This is an optimization exercise on Yosys and OpenROAD, whose aim is small area, not a production implementation. Function was checked by simulation only, so behaviour that the tests miss may differ from the original. Power figures rest on the tool's default switching activity, not on a simulated workload.

## vga_controller
module vga_controller(
    input clk,
    input rst,
    input [15:0] data,
    input en,
    output h_sync,
    output v_sync,
    output red0,
    output red1,
    output green0,
    output green1,
    output blue0,
    output blue1
    );
==> flow/config.mk <==
export PLATFORM = sky130hd
export DESIGN_NAME = vga_controller
export DESIGN_NICKNAME = vga_controller
export VERILOG_FILES = /design/flow/design.v
export SDC_FILE = /design/flow/constraint.sdc
export NUM_CORES = 4
export LEC_CHECK = 0
export CAP_MARGIN = 20
export CORE_MARGIN = 2
export CORE_UTILIZATION = 30
export SLEW_MARGIN = 20
==> flow/constraint.sdc <==
create_clock -name core_clock -period 10.0 [get_ports {clk}]
set_input_delay 2.0000 -clock core_clock [delete_from_list [all_inputs] [get_ports {clk}]]
set_output_delay 2.0000 -clock core_clock [all_outputs]
set_load 0.01 [all_outputs]
standard.sh (not shown) runs the stock make flow with config.mk's settings and CLKGATE_MAP_FILE= SYNTH_SCRIPT=/design/flow/synth_recipe.tcl, a recipe that flattens the netlist after the stock synthesis.
==> flow/flow/run.sh <==
#!/bin/bash
# Own flow: the standard layout (standard.sh) with three changes:
#  - synthesis maps the logic with an area-oriented ABC script (abc_area.script) and without
#    Yosys's adder extraction; everything before ABC, and so every register, is the standard
#    synthesis's;
#  - clock tree: smaller clusters of clkbuf cells and no dummy loads (cts.args);
#  - port buffers: the cell named in port_buffer.txt.
# Each tool's log stays under orfs/logs/; make's output goes to flow_make.log.
set -euo pipefail
W=$PWD
F=$(cd "$(dirname "${BASH_SOURCE[0]}")" && pwd)
export MY_ABC_SCRIPT=$F/abc_area.script
export CTS_ARGS="$(cat "$F/cts.args")"
export BUFFER_PORTS_ARGS="-buffer_cell $(cat "$F/port_buffer.txt")"
{
  head -n 1 synth_recipe.tcl
  cat <<'TCL'
proc abc {args} {
  set i [lsearch -exact $args -script]
  if {$i >= 0} { set args [lreplace $args [expr {$i + 1}] [expr {$i + 1}] $::env(MY_ABC_SCRIPT)] }
  yosys abc {*}$args
}
TCL
  tail -n +2 synth_recipe.tcl
} > "$W/area_synth.tcl"
sed "s#SYNTH_SCRIPT=[^ ]*#SYNTH_SCRIPT=$W/area_synth.tcl ADDER_MAP_FILE=#" standard.sh > "$W/area_standard.sh"
grep -q "SYNTH_SCRIPT=$W/area_synth.tcl ADDER_MAP_FILE=" "$W/area_standard.sh"
bash "$W/area_standard.sh" finish > "$W/flow_make.log" 2>&1
test -s out/final.def
==> flow/flow/abc_area.script <==
&get -n
&st
&dc2
&dch
&nf -R 1000
&put
==> flow/flow/cts.args <==
-sink_clustering_enable -repair_clock_nets -dont_use_dummy_load -buf_list {sky130_fd_sc_hd__clkbuf_4 sky130_fd_sc_hd__clkbuf_8} -sink_clustering_size 14 -sink_clustering_max_diameter 70
==> flow/flow/port_buffer.txt <==
sky130_fd_sc_hd__buf_1
Edit:
==> flow/flow/cts.args (replaced) <==
-sink_clustering_enable -repair_clock_nets -dont_use_dummy_load -buf_list sky130_fd_sc_hd__clkbuf_8 -sink_clustering_size 16 -sink_clustering_max_diameter 80
CORE_UTILIZATION = 55   (was 30)
PLACE_DENSITY = 0.7   (was default)
=> Total power drops slightly; non-clock buffer count does not change; wire length drops by a few percent.
Edit:
CORE_UTILIZATION = 30   (was 55)
PLACE_DENSITY = default   (was 0.7)
Wire length is higher by 6.0%.
Worst setup slack improved by 0.066 ns.
Total power is about the same.
Synthesized cell count stays the same.
Area after synthesis does not change.
Final area is higher by 2.1%.
Edit:
--- a/flow/flow/run.sh
+++ b/flow/flow/run.sh
@@ -2,3 +2,4 @@
 # Own flow: the standard layout (standard.sh) with three changes:
-#  - synthesis maps the logic with an area-oriented ABC script (abc_area.script) and without
+#  - synthesis maps the logic with an area-oriented ABC script (abc_area.script: deepsyn for
+#    120 s, then area-recovering mapping) and without
 #    Yosys's adder extraction; everything before ABC, and so every register, is the standard
==> flow/flow/abc_area.script (replaced) <==
&get -n
&st
&dc2
&deepsyn -T 120
&dch
&nf -R 1000
&put
==> flow/flow/cts.args (replaced) <==
-sink_clustering_enable -repair_clock_nets -dont_use_dummy_load -buf_list sky130_fd_sc_hd__clkbuf_8 -sink_clustering_size 14 -sink_clustering_max_diameter 60
Via count decreases by a few percent; critical path depth grows by 6; worst setup slack gets better by 0.34 ns.
Edit:
--- a/flow/flow/run.sh
+++ b/flow/flow/run.sh
@@ -2,4 +2,3 @@
 # Own flow: the standard layout (standard.sh) with three changes:
-#  - synthesis maps the logic with an area-oriented ABC script (abc_area.script: deepsyn for
-#    120 s, then area-recovering mapping) and without
+#  - synthesis maps the logic with an area-oriented ABC script (abc_area.script) and without
 #    Yosys's adder extraction; everything before ABC, and so every register, is the standard
==> flow/flow/cts.args (replaced) <==
-sink_clustering_enable -repair_clock_nets -dont_use_dummy_load -buf_list sky130_fd_sc_hd__clkbuf_8 -sink_clustering_size 16 -sink_clustering_max_diameter 80
Result: The new run passed the timing, design-rule and antenna checks. Synthesized area stays the same. Cell area goes down by 0.40%. Worst hold slack is about the same. Cell count is about the same. Wire length falls by 0.53%. Worst setup slack gains 0.017 ns. Global-route usage goes down by 0.11 points. Power came out lower by 2.2%. Die area stays the same. Flip-flop and latch count does not change. Clock skew decreases by 0.0059 ns.
Edit:
==> flow/flow/abc_area.script (replaced) <==
&get -n
&st
&dc2
&dch
&nf -R 1000
&put
CAP_MARGIN = 10   (was 20)
SLEW_MARGIN = 10   (was 20)
The new run finished with timing, DRC and antenna clean.
Clock skew is higher by 0.015 ns.
Via count is higher by 6.6%.
Setup slack degrades by 0.36 ns.
Synthesized area is higher by 3.6%.
Critical path depth is lower by 6.
Register-to-register slack degrades by 0.10 ns.

[static timing again, ports no longer ideal]
The results above use ideal ports. As a check the final layouts listed here were re-extracted and re-timed, cells and wires unchanged.
Step 1 (the two cells are an assumption about what drives the block):
set clk [get_ports {clk}]
set_driving_cell -lib_cell sky130_fd_sc_hd__clkbuf_16 $clk
set_driving_cell -lib_cell sky130_fd_sc_hd__buf_2 [delete_from_list [all_inputs] $clk]
Step 2 also shifts input and output timing later by t, the mid clock arrival at the registers, as if the neighbouring blocks saw the same clock.
a / b / c = ideal ports / drivers / drivers and shift; a / b = the first two.
| run | t, ns | setup WS [ns] | hold slack, ns | worst setup path at the end |
|---|---|---|---|---|
| the first run | 0.610 | 6.100 / 6.122 / 5.512 | 0.416 / 0.416 / 0.416 | input to register |
| the second run | 0.585 | 5.988 / 6.004 / 5.419 | 0.381 / 0.381 / 0.381 | input to register |
| the third run | 0.593 | 6.054 / 6.076 / 5.483 | 0.382 / 0.382 / 0.382 | input to register |
| the fourth run | 0.613 | 6.397 / 6.417 / 5.804 | 0.412 / 0.412 / 0.412 | input to register |
| the fifth run | 0.590 | 6.414 / 6.435 / 5.845 | 0.413 / 0.413 / 0.413 | input to register |
| the sixth run | 0.593 | 6.054 / 6.076 / 5.483 | 0.382 / 0.382 / 0.382 | input to register |
After both steps setup and hold are still met in every run listed. The setup slack of the fourth run, which loses most, moves by +0.020 ns with the drivers and by -0.593 ns with both steps.
